Source: an optimization exercise on an open RTL-to-GDS flow (aim: small area). Production flows keep margins and buffers that such runs may drop. RTL that was checked went through simulation tests only; none was proved equivalent to the original.

==> job 4254: inputs <==
// scrolling_avalon_interface
module scrolling_avalon_interface (clock, resetn, write, writedata, read, readdata, byteenable, chipselect, val_out);
	input clock, resetn;
	input read, write, chipselect;
	input [3:0] byteenable;
	input [31:0] writedata;
	output [31:0] readdata;
	output [31:0] val_out;
	wire [31:0] from_reg;
	assign readdata = from_reg;
	assign val_out = from_reg;
	scrolling U1 (.clock(clock), .resetn(resetn), .we(chipselect & write), .byteenable(byteenable),
	              .speed_in(writedata), .val_out(from_reg));
endmodule
export LEC_CHECK = 0
export CAP_MARGIN = 20
export CORE_MARGIN = 2
export CORE_UTILIZATION = 40
export CTS_BUF_LIST = sky130_fd_sc_hd__clkbuf_4
export SLEW_MARGIN = 20
export SYNTH_HIERARCHICAL = 1
export SYNTH_MINIMUM_KEEP_SIZE = 0
create_clock -name core_clock -period 10.0 [get_ports {clock}]
standard.sh (not shown) runs the stock make flow with config.mk's settings and CLKGATE_MAP_FILE= SYNTH_SCRIPT=/design/flow/synth_recipe.tcl, a recipe that flattens the netlist after the stock synthesis.
==> flow/flow/run.sh <==
#!/bin/bash
# Standard layout with plain buf_1 cells as the port buffers and a clock tree
# of clkbuf_4 cells without dummy loads.
set -euo pipefail
bash standard.sh finish "BUFFER_PORTS_ARGS=-buffer_cell sky130_fd_sc_hd__buf_1" \
  "CTS_ARGS=-sink_clustering_enable -repair_clock_nets -buf_list sky130_fd_sc_hd__clkbuf_4 -dont_use_dummy_load" \
  > standard.log 2>&1
==> job 145 (differences from job 4254) <==
--- a/flow/design.v
+++ b/flow/design.v
@@ -5,34 +5,26 @@
 	output [31:0] val_out;
 	reg [27:0] speed;
 	reg [31:0] count;
 	reg [2:0] rot;
 	reg rotated;
 	wire below;
 	tcalc tc (.s(speed), .ch(count[31:4]), .below(below));
-	wire [32:0] cy;
-	wire [31:0] inc;
-	assign cy[0] = 1'b1;
-	genvar i;
-	generate for (i = 0; i < 32; i = i + 1) begin : ct
-		assign inc[i] = count[i] ^ cy[i];
-		assign cy[i+1] = count[i] & cy[i];
-	end endgenerate
-	always @(posedge clock)
-		count <= (below & resetn) ? inc : 32'd0;
 	always @(posedge clock or negedge resetn) begin
 		if (!resetn) begin
 			speed <= 28'd50;
+			count <= 32'd0;
 			rot <= 3'd0;
 			rotated <= 1'b0;
 		end else begin
 			if (we & byteenable[0]) speed[7:0]   <= speed_in[7:0];
 			if (we & byteenable[1]) speed[15:8]  <= speed_in[15:8];
 			if (we & byteenable[2]) speed[23:16] <= speed_in[23:16];
 			if (we & byteenable[3]) speed[27:24] <= speed_in[27:24];
+			count <= below ? count + 32'd1 : 32'd0;
 			rotated <= ~below;
 			rot <= rot + {2'b00, rotated};
 		end
 	end
 	genvar k;
 	generate for (k = 0; k < 8; k = k + 1) begin : dig
 		wire five = (rot == k) | (rot == ((k + 7) % 8));
@@ -291,90 +283,79 @@
 	wire w217, w218;
 	fa fa89 (.a(w168), .b(w169), .c(w119), .s(w217), .y(w218));
 	wire w219, w220;
 	fa fa90 (.a(w170), .b(w171), .c(w123), .s(w219), .y(w220));
 	wire w221, w222;
 	fa fa91 (.a(w172), .b(w173), .c(w127), .s(w221), .y(w222));
 	wire w223, w224;
-	fa fa92 (.a(s[2]), .b(s[0]), .c(s[1]), .s(w223), .y(w224));
+	fa fa92 (.a(w194), .b(w195), .c(ch[14]), .s(w223), .y(w224));
 	wire w225, w226;
-	fa fa93 (.a(~s[3]), .b(s[1]), .c(w224), .s(w225), .y(w226));
+	fa fa93 (.a(w196), .b(w197), .c(ch[15]), .s(w225), .y(w226));
 	wire w227, w228;
-	fa fa94 (.a(s[3]), .b(w175), .c(w226), .s(w227), .y(w228));
+	fa fa94 (.a(w198), .b(w199), .c(ch[16]), .s(w227), .y(w228));
 	wire w229, w230;
-	fa fa95 (.a(w176), .b(w177), .c(w228), .s(w229), .y(w230));
+	fa fa95 (.a(w200), .b(w201), .c(ch[17]), .s(w229), .y(w230));
 	wire w231, w232;
-	fa fa96 (.a(w178), .b(w179), .c(w230), .s(w231), .y(w232));
+	fa fa96 (.a(w202), .b(w203), .c(ch[18]), .s(w231), .y(w232));
 	wire w233, w234;
-	fa fa97 (.a(w180), .b(w181), .c(w232), .s(w233), .y(w234));
+	fa fa97 (.a(w204), .b(w205), .c(ch[19]), .s(w233), .y(w234));
 	wire w235, w236;
-	fa fa98 (.a(w182), .b(w183), .c(w234), .s(w235), .y(w236));
+	fa fa98 (.a(w206), .b(w207), .c(ch[20]), .s(w235), .y(w236));
 	wire w237, w238;
-	fa fa99 (.a(w184), .b(w185), .c(w236), .s(w237), .y(w238));
+	fa fa99 (.a(w208), .b(w209), .c(ch[21]), .s(w237), .y(w238));
 	wire w239, w240;
-	fa fa100 (.a(w186), .b(w187), .c(w238), .s(w239), .y(w240));
+	fa fa100 (.a(w210), .b(w211), .c(ch[22]), .s(w239), .y(w240));
 	wire w241, w242;
-	fa fa101 (.a(w188), .b(w189), .c(w240), .s(w241), .y(w242));
+	fa fa101 (.a(w212), .b(w213), .c(ch[23]), .s(w241), .y(w242));
 	wire w243, w244;
-	fa fa102 (.a(w190), .b(w191), .c(w242), .s(w243), .y(w244));
+	fa fa102 (.a(w214), .b(w215), .c(ch[24]), .s(w243), .y(w244));
 	wire w245, w246;
-	fa fa103 (.a(w192), .b(w193), .c(w244), .s(w245), .y(w246));
+	fa fa103 (.a(w216), .b(w217), .c(ch[25]), .s(w245), .y(w246));
 	wire w247, w248;
-	fa fa104 (.a(w194), .b(w195), .c(w246), .s(w247), .y(w248));
+	fa fa104 (.a(w218), .b(w219), .c(ch[26]), .s(w247), .y(w248));
 	wire w249, w250;
-	fa fa105 (.a(w196), .b(w197), .c(w248), .s(w249), .y(w250));
-	wire w251, w252;
-	fa fa106 (.a(w198), .b(w199), .c(ch[16]), .s(w251), .y(w252));
-	wire w253, w254;
-	fa fa107 (.a(w200), .b(w201), .c(ch[17]), .s(w253), .y(w254));
-	wire w255, w256;
-	fa fa108 (.a(w202), .b(w203), .c(ch[18]), .s(w255), .y(w256));
-	wire w257, w258;
-	fa fa109 (.a(w204), .b(w205), .c(ch[19]), .s(w257), .y(w258));
-	wire w259, w260;
-	fa fa110 (.a(w206), .b(w207), .c(ch[20]), .s(w259), .y(w260));
-	wire w261, w262;
-	fa fa111 (.a(w208), .b(w209), .c(ch[21]), .s(w261), .y(w262));
-	wire w263, w264;
-	fa fa112 (.a(w210), .b(w211), .c(ch[22]), .s(w263), .y(w264));
-	wire w265, w266;
-	fa fa113 (.a(w212), .b(w213), .c(ch[23]), .s(w265), .y(w266));
-	wire w267, w268;
-	fa fa114 (.a(w214), .b(w215), .c(ch[24]), .s(w267), .y(w268));
-	wire w269, w270;
-	fa fa115 (.a(w216), .b(w217), .c(ch[25]), .s(w269), .y(w270));
-	wire w271, w272;
-	fa fa116 (.a(w218), .b(w219), .c(ch[26]), .s(w271), .y(w272));
-	wire w273, w274;
-	fa fa117 (.a(w220), .b(w221), .c(ch[27]), .s(w273), .y(w274));
+	fa fa105 (.a(w220), .b(w221), .c(ch[27]), .s(w249), .y(w250));
 	wire [27:0] x = {w220, w218, w216, w214, w212, w210, w208, w206, w204, w202, w200, w198, w196, w194, w192, w190, w188, w186, w184, w182, w180, w178, w176, s[3], ~s[3], s[2], 1'b1, s[0]};
 	wire [27:0] y = {w221, w219, w217, w215, w213, w211, w209, w207, w205, w203, w201, w199, w197, w195, w193, w191, w189, w187, w185, w183, w181, w179, w177, w175, s[1], s[0], s[1], 1'b0};
-	wire [15:0] tn = {w249, w247, w245, w243, w241, w239, w237, w235, w233, w231, w229, w227, w225, w223, ~s[1], s[0]};
-	wire cc = w250;
-	wire cf;
-	wire [16:0] cl;
+	wire [13:0] tn;
+	wire cc, cf;
+	rca #(.N(14)) lo (.x(x[13:0]), .y(y[13:0]), .ci(1'b0), .s(tn), .co(cc));
+	wire [14:0] cl;
 	assign cl[0] = 1'b1;
 	genvar i;
-	generate for (i = 0; i < 16; i = i + 1) begin : cmp
+	generate for (i = 0; i < 14; i = i + 1) begin : cmp
 		assign cl[i+1] = (tn[i] & ch[i]) | (cl[i] & (tn[i] | ch[i]));
 	end endgenerate
-	assign cf = cl[16];
-	wire [11:0] u = {w273, w271, w269, w267, w265, w263, w261, w259, w257, w255, w253, w251};
-	wire [12:0] v = {w274, w272, w270, w268, w266, w264, w262, w260, w258, w256, w254, w252, 1'b0};
-	wire [12:0] ce, cg;
+	assign cf = cl[14];
+	wire [13:0] u = {w249, w247, w245, w243, w241, w239, w237, w235, w233, w231, w229, w227, w225, w223};
+	wire [14:0] v = {w250, w248, w246, w244, w242, w240, w238, w236, w234, w232, w230, w228, w226, w224, 1'b0};
+	wire [14:0] ce, cg;
 	assign ce[0] = cc;
 	assign cg[1] = (u[0] & cc) | (u[0] & cf) | (cc & cf);
 	assign cg[0] = 1'b0;
-	generate for (i = 0; i < 12; i = i + 1) begin : hi
-		assign ce[i+1] = (x[16+i] & y[16+i]) | (ce[i] & (x[16+i] | y[16+i]));
+	generate for (i = 0; i < 14; i = i + 1) begin : hi
+		assign ce[i+1] = (x[14+i] & y[14+i]) | (ce[i] & (x[14+i] | y[14+i]));
 		if (i > 0) begin : g
 			assign cg[i+1] = (u[i] & v[i]) | (cg[i] & (u[i] | v[i]));
 		end
 	end endgenerate
-	assign below = ce[12] ? (v[12] ^ cg[12]) : ~(v[12] | cg[12]);
+	assign below = ce[14] ? (v[14] ^ cg[14]) : ~(v[14] | cg[14]);
+endmodule
+module rca #(parameter N = 4) (x, y, ci, s, co);
+	input [N-1:0] x, y;
+	input ci;
+	output [N-1:0] s;
+	output co;
+	wire [N:0] c;
+	assign c[0] = ci;
+	genvar i;
+	generate for (i = 0; i < N; i = i + 1) begin : b
+		fa f (.a(x[i]), .b(y[i]), .c(c[i]), .s(s[i]), .y(c[i+1]));
+	end endgenerate
+	assign co = c[N];
 endmodule
 module fa (a, b, c, s, y);
 	input a, b, c;
 	output s, y;
 	assign s = a ^ b ^ c;
 	assign y = (a & b) | (c & (a ^ b));
 endmodule
==> flow/flow/run.sh (replaced) <==
#!/bin/bash
# Standard layout, with plain buf_1 cells as the port buffers.
set -euo pipefail
bash standard.sh finish "BUFFER_PORTS_ARGS=-buffer_cell sky130_fd_sc_hd__buf_1" > standard.log 2>&1
--- a/flow/config.mk
+++ b/flow/config.mk
@@ -4,11 +4,11 @@
 export VERILOG_FILES = /design/flow/design.v
 export SDC_FILE = /design/flow/constraint.sdc
 export NUM_CORES = 4
 export LEC_CHECK = 0
 export CAP_MARGIN = 20
 export CORE_MARGIN = 2
 export CORE_UTILIZATION = 40
-export CTS_BUF_LIST = sky130_fd_sc_hd__clkbuf_4
+export CTS_BUF_LIST = sky130_fd_sc_hd__clkbuf_8 sky130_fd_sc_hd__clkbuf_4
 export SLEW_MARGIN = 20
 export SYNTH_HIERARCHICAL = 1
 export SYNTH_MINIMUM_KEEP_SIZE = 0
==> job 5038 (differences from job 4254) <==
--- a/flow/design.v
+++ b/flow/design.v
@@ -291,91 +291,76 @@
 	wire w217, w218;
 	fa fa89 (.a(w168), .b(w169), .c(w119), .s(w217), .y(w218));
 	wire w219, w220;
 	fa fa90 (.a(w170), .b(w171), .c(w123), .s(w219), .y(w220));
 	wire w221, w222;
 	fa fa91 (.a(w172), .b(w173), .c(w127), .s(w221), .y(w222));
 	wire w223, w224;
-	fa fa92 (.a(s[2]), .b(s[0]), .c(s[1]), .s(w223), .y(w224));
+	fa fa92 (.a(w198), .b(w199), .c(ch[16]), .s(w223), .y(w224));
 	wire w225, w226;
-	fa fa93 (.a(~s[3]), .b(s[1]), .c(w224), .s(w225), .y(w226));
+	fa fa93 (.a(w200), .b(w201), .c(ch[17]), .s(w225), .y(w226));
 	wire w227, w228;
-	fa fa94 (.a(s[3]), .b(w175), .c(w226), .s(w227), .y(w228));
+	fa fa94 (.a(w202), .b(w203), .c(ch[18]), .s(w227), .y(w228));
 	wire w229, w230;
-	fa fa95 (.a(w176), .b(w177), .c(w228), .s(w229), .y(w230));
+	fa fa95 (.a(w204), .b(w205), .c(ch[19]), .s(w229), .y(w230));
 	wire w231, w232;
-	fa fa96 (.a(w178), .b(w179), .c(w230), .s(w231), .y(w232));
+	fa fa96 (.a(w206), .b(w207), .c(ch[20]), .s(w231), .y(w232));
 	wire w233, w234;
-	fa fa97 (.a(w180), .b(w181), .c(w232), .s(w233), .y(w234));
+	fa fa97 (.a(w208), .b(w209), .c(ch[21]), .s(w233), .y(w234));
 	wire w235, w236;
-	fa fa98 (.a(w182), .b(w183), .c(w234), .s(w235), .y(w236));
+	fa fa98 (.a(w210), .b(w211), .c(ch[22]), .s(w235), .y(w236));
 	wire w237, w238;
-	fa fa99 (.a(w184), .b(w185), .c(w236), .s(w237), .y(w238));
+	fa fa99 (.a(w212), .b(w213), .c(ch[23]), .s(w237), .y(w238));
 	wire w239, w240;
-	fa fa100 (.a(w186), .b(w187), .c(w238), .s(w239), .y(w240));
+	fa fa100 (.a(w214), .b(w215), .c(ch[24]), .s(w239), .y(w240));
 	wire w241, w242;
-	fa fa101 (.a(w188), .b(w189), .c(w240), .s(w241), .y(w242));
+	fa fa101 (.a(w216), .b(w217), .c(ch[25]), .s(w241), .y(w242));
 	wire w243, w244;
-	fa fa102 (.a(w190), .b(w191), .c(w242), .s(w243), .y(w244));
+	fa fa102 (.a(w218), .b(w219), .c(ch[26]), .s(w243), .y(w244));
 	wire w245, w246;
-	fa fa103 (.a(w192), .b(w193), .c(w244), .s(w245), .y(w246));
-	wire w247, w248;
-	fa fa104 (.a(w194), .b(w195), .c(w246), .s(w247), .y(w248));
-	wire w249, w250;
-	fa fa105 (.a(w196), .b(w197), .c(w248), .s(w249), .y(w250));
-	wire w251, w252;
-	fa fa106 (.a(w198), .b(w199), .c(ch[16]), .s(w251), .y(w252));
-	wire w253, w254;
-	fa fa107 (.a(w200), .b(w201), .c(ch[17]), .s(w253), .y(w254));
-	wire w255, w256;
-	fa fa108 (.a(w202), .b(w203), .c(ch[18]), .s(w255), .y(w256));
-	wire w257, w258;
-	fa fa109 (.a(w204), .b(w205), .c(ch[19]), .s(w257), .y(w258));
-	wire w259, w260;
-	fa fa110 (.a(w206), .b(w207), .c(ch[20]), .s(w259), .y(w260));
-	wire w261, w262;
-	fa fa111 (.a(w208), .b(w209), .c(ch[21]), .s(w261), .y(w262));
-	wire w263, w264;
-	fa fa112 (.a(w210), .b(w211), .c(ch[22]), .s(w263), .y(w264));
-	wire w265, w266;
-	fa fa113 (.a(w212), .b(w213), .c(ch[23]), .s(w265), .y(w266));
-	wire w267, w268;
-	fa fa114 (.a(w214), .b(w215), .c(ch[24]), .s(w267), .y(w268));
-	wire w269, w270;
-	fa fa115 (.a(w216), .b(w217), .c(ch[25]), .s(w269), .y(w270));
-	wire w271, w272;
-	fa fa116 (.a(w218), .b(w219), .c(ch[26]), .s(w271), .y(w272));
-	wire w273, w274;
-	fa fa117 (.a(w220), .b(w221), .c(ch[27]), .s(w273), .y(w274));
+	fa fa103 (.a(w220), .b(w221), .c(ch[27]), .s(w245), .y(w246));
 	wire [27:0] x = {w220, w218, w216, w214, w212, w210, w208, w206, w204, w202, w200, w198, w196, w194, w192, w190, w188, w186, w184, w182, w180, w178, w176, s[3], ~s[3], s[2], 1'b1, s[0]};
 	wire [27:0] y = {w221, w219, w217, w215, w213, w211, w209, w207, w205, w203, w201, w199, w197, w195, w193, w191, w189, w187, w185, w183, w181, w179, w177, w175, s[1], s[0], s[1], 1'b0};
-	wire [15:0] tn = {w249, w247, w245, w243, w241, w239, w237, w235, w233, w231, w229, w227, w225, w223, ~s[1], s[0]};
-	wire cc = w250;
-	wire cf;
+	wire [15:0] tn;
+	wire cc, cf;
+	rca #(.N(16)) lo (.x(x[15:0]), .y(y[15:0]), .ci(1'b0), .s(tn), .co(cc));
 	wire [16:0] cl;
 	assign cl[0] = 1'b1;
 	genvar i;
 	generate for (i = 0; i < 16; i = i + 1) begin : cmp
 		assign cl[i+1] = (tn[i] & ch[i]) | (cl[i] & (tn[i] | ch[i]));
 	end endgenerate
 	assign cf = cl[16];
-	wire [11:0] u = {w273, w271, w269, w267, w265, w263, w261, w259, w257, w255, w253, w251};
-	wire [12:0] v = {w274, w272, w270, w268, w266, w264, w262, w260, w258, w256, w254, w252, 1'b0};
+	wire [11:0] u = {w245, w243, w241, w239, w237, w235, w233, w231, w229, w227, w225, w223};
+	wire [12:0] v = {w246, w244, w242, w240, w238, w236, w234, w232, w230, w228, w226, w224, 1'b0};
 	wire [12:0] ce, cg;
 	assign ce[0] = cc;
 	assign cg[1] = (u[0] & cc) | (u[0] & cf) | (cc & cf);
 	assign cg[0] = 1'b0;
 	generate for (i = 0; i < 12; i = i + 1) begin : hi
 		assign ce[i+1] = (x[16+i] & y[16+i]) | (ce[i] & (x[16+i] | y[16+i]));
 		if (i > 0) begin : g
 			assign cg[i+1] = (u[i] & v[i]) | (cg[i] & (u[i] | v[i]));
 		end
 	end endgenerate
 	assign below = ce[12] ? (v[12] ^ cg[12]) : ~(v[12] | cg[12]);
 endmodule
+module rca #(parameter N = 4) (x, y, ci, s, co);
+	input [N-1:0] x, y;
+	input ci;
+	output [N-1:0] s;
+	output co;
+	wire [N:0] c;
+	assign c[0] = ci;
+	genvar i;
+	generate for (i = 0; i < N; i = i + 1) begin : b
+		fa f (.a(x[i]), .b(y[i]), .c(c[i]), .s(s[i]), .y(c[i+1]));
+	end endgenerate
+	assign co = c[N];
+endmodule
 module fa (a, b, c, s, y);
 	input a, b, c;
 	output s, y;
 	assign s = a ^ b ^ c;
 	assign y = (a & b) | (c & (a ^ b));
 endmodule
 module ha (a, b, s, y);
==> run notes <==
	job 4254	job 145	job 5038
Status	no timing/DRC/antenna violations	no timing/DRC/antenna violations	no timing/DRC/antenna violations
Share of Yosys cell area claimed by the top area cell type	36.4%	34.5%	37.5%
Share of layout cells above drive strength 1	9.12%	5.04%	9.39%
Number of multi-input combinational cells	372	451	358
Min-delay src	U1.count[0]	U1.count[0]	U1.count[0]
Crit path depth	25	23	26
Area of the multi-input gates	4380 µm²	4690 µm²	4310 µm²
Launching point of the worst reg2reg path	U1.speed[2]	U1.speed[1]	U1.speed[1]
Number of ordinary and repair buffers in the finished layout	101	100	101
Multi-input combinational area share	66.0%	64.3%	65.7%
Worst R2R Setup Slack	1.48 ns	1.52 ns	1.05 ns
Proportion of cell area spent on the clock network	1.02%	3.41%	1.03%
Multiplexer area fraction after synthesis	5.06%	4.93%	5.44%
Function not checked in job 4254 and job 145: the RTL went through the layout flow alone.

==> static timing again, ports no longer ideal <==
The flow's constraints put no driver on any port. The routed layouts listed below were extracted and timed again, unchanged, in two steps.
Step 1 assumes that a clkbuf_16 drives the clock port and a buf_2 every other input.
Step 2 moves the port delays by t, midway between the first and last clock arrival at a register: inputs arrive t later, outputs are due t later. That takes back most of the time a late clock gives input paths.
a / b / c = no drivers / after step 1 / after step 2; a / b = the first two.
| run | t, ns | setup slack, ns | worst setup path at the end |
|---|---|---|---|
| job 4254 | 0.460 | 1.475 / 1.475 / 1.475 | register to register |
| job 145 | 0.397 | 1.520 / 1.520 / 1.520 | register to register |
| job 5038 | 0.460 | 1.053 / 1.053 / 1.053 | register to register |
After both steps every run listed still meets setup and hold.
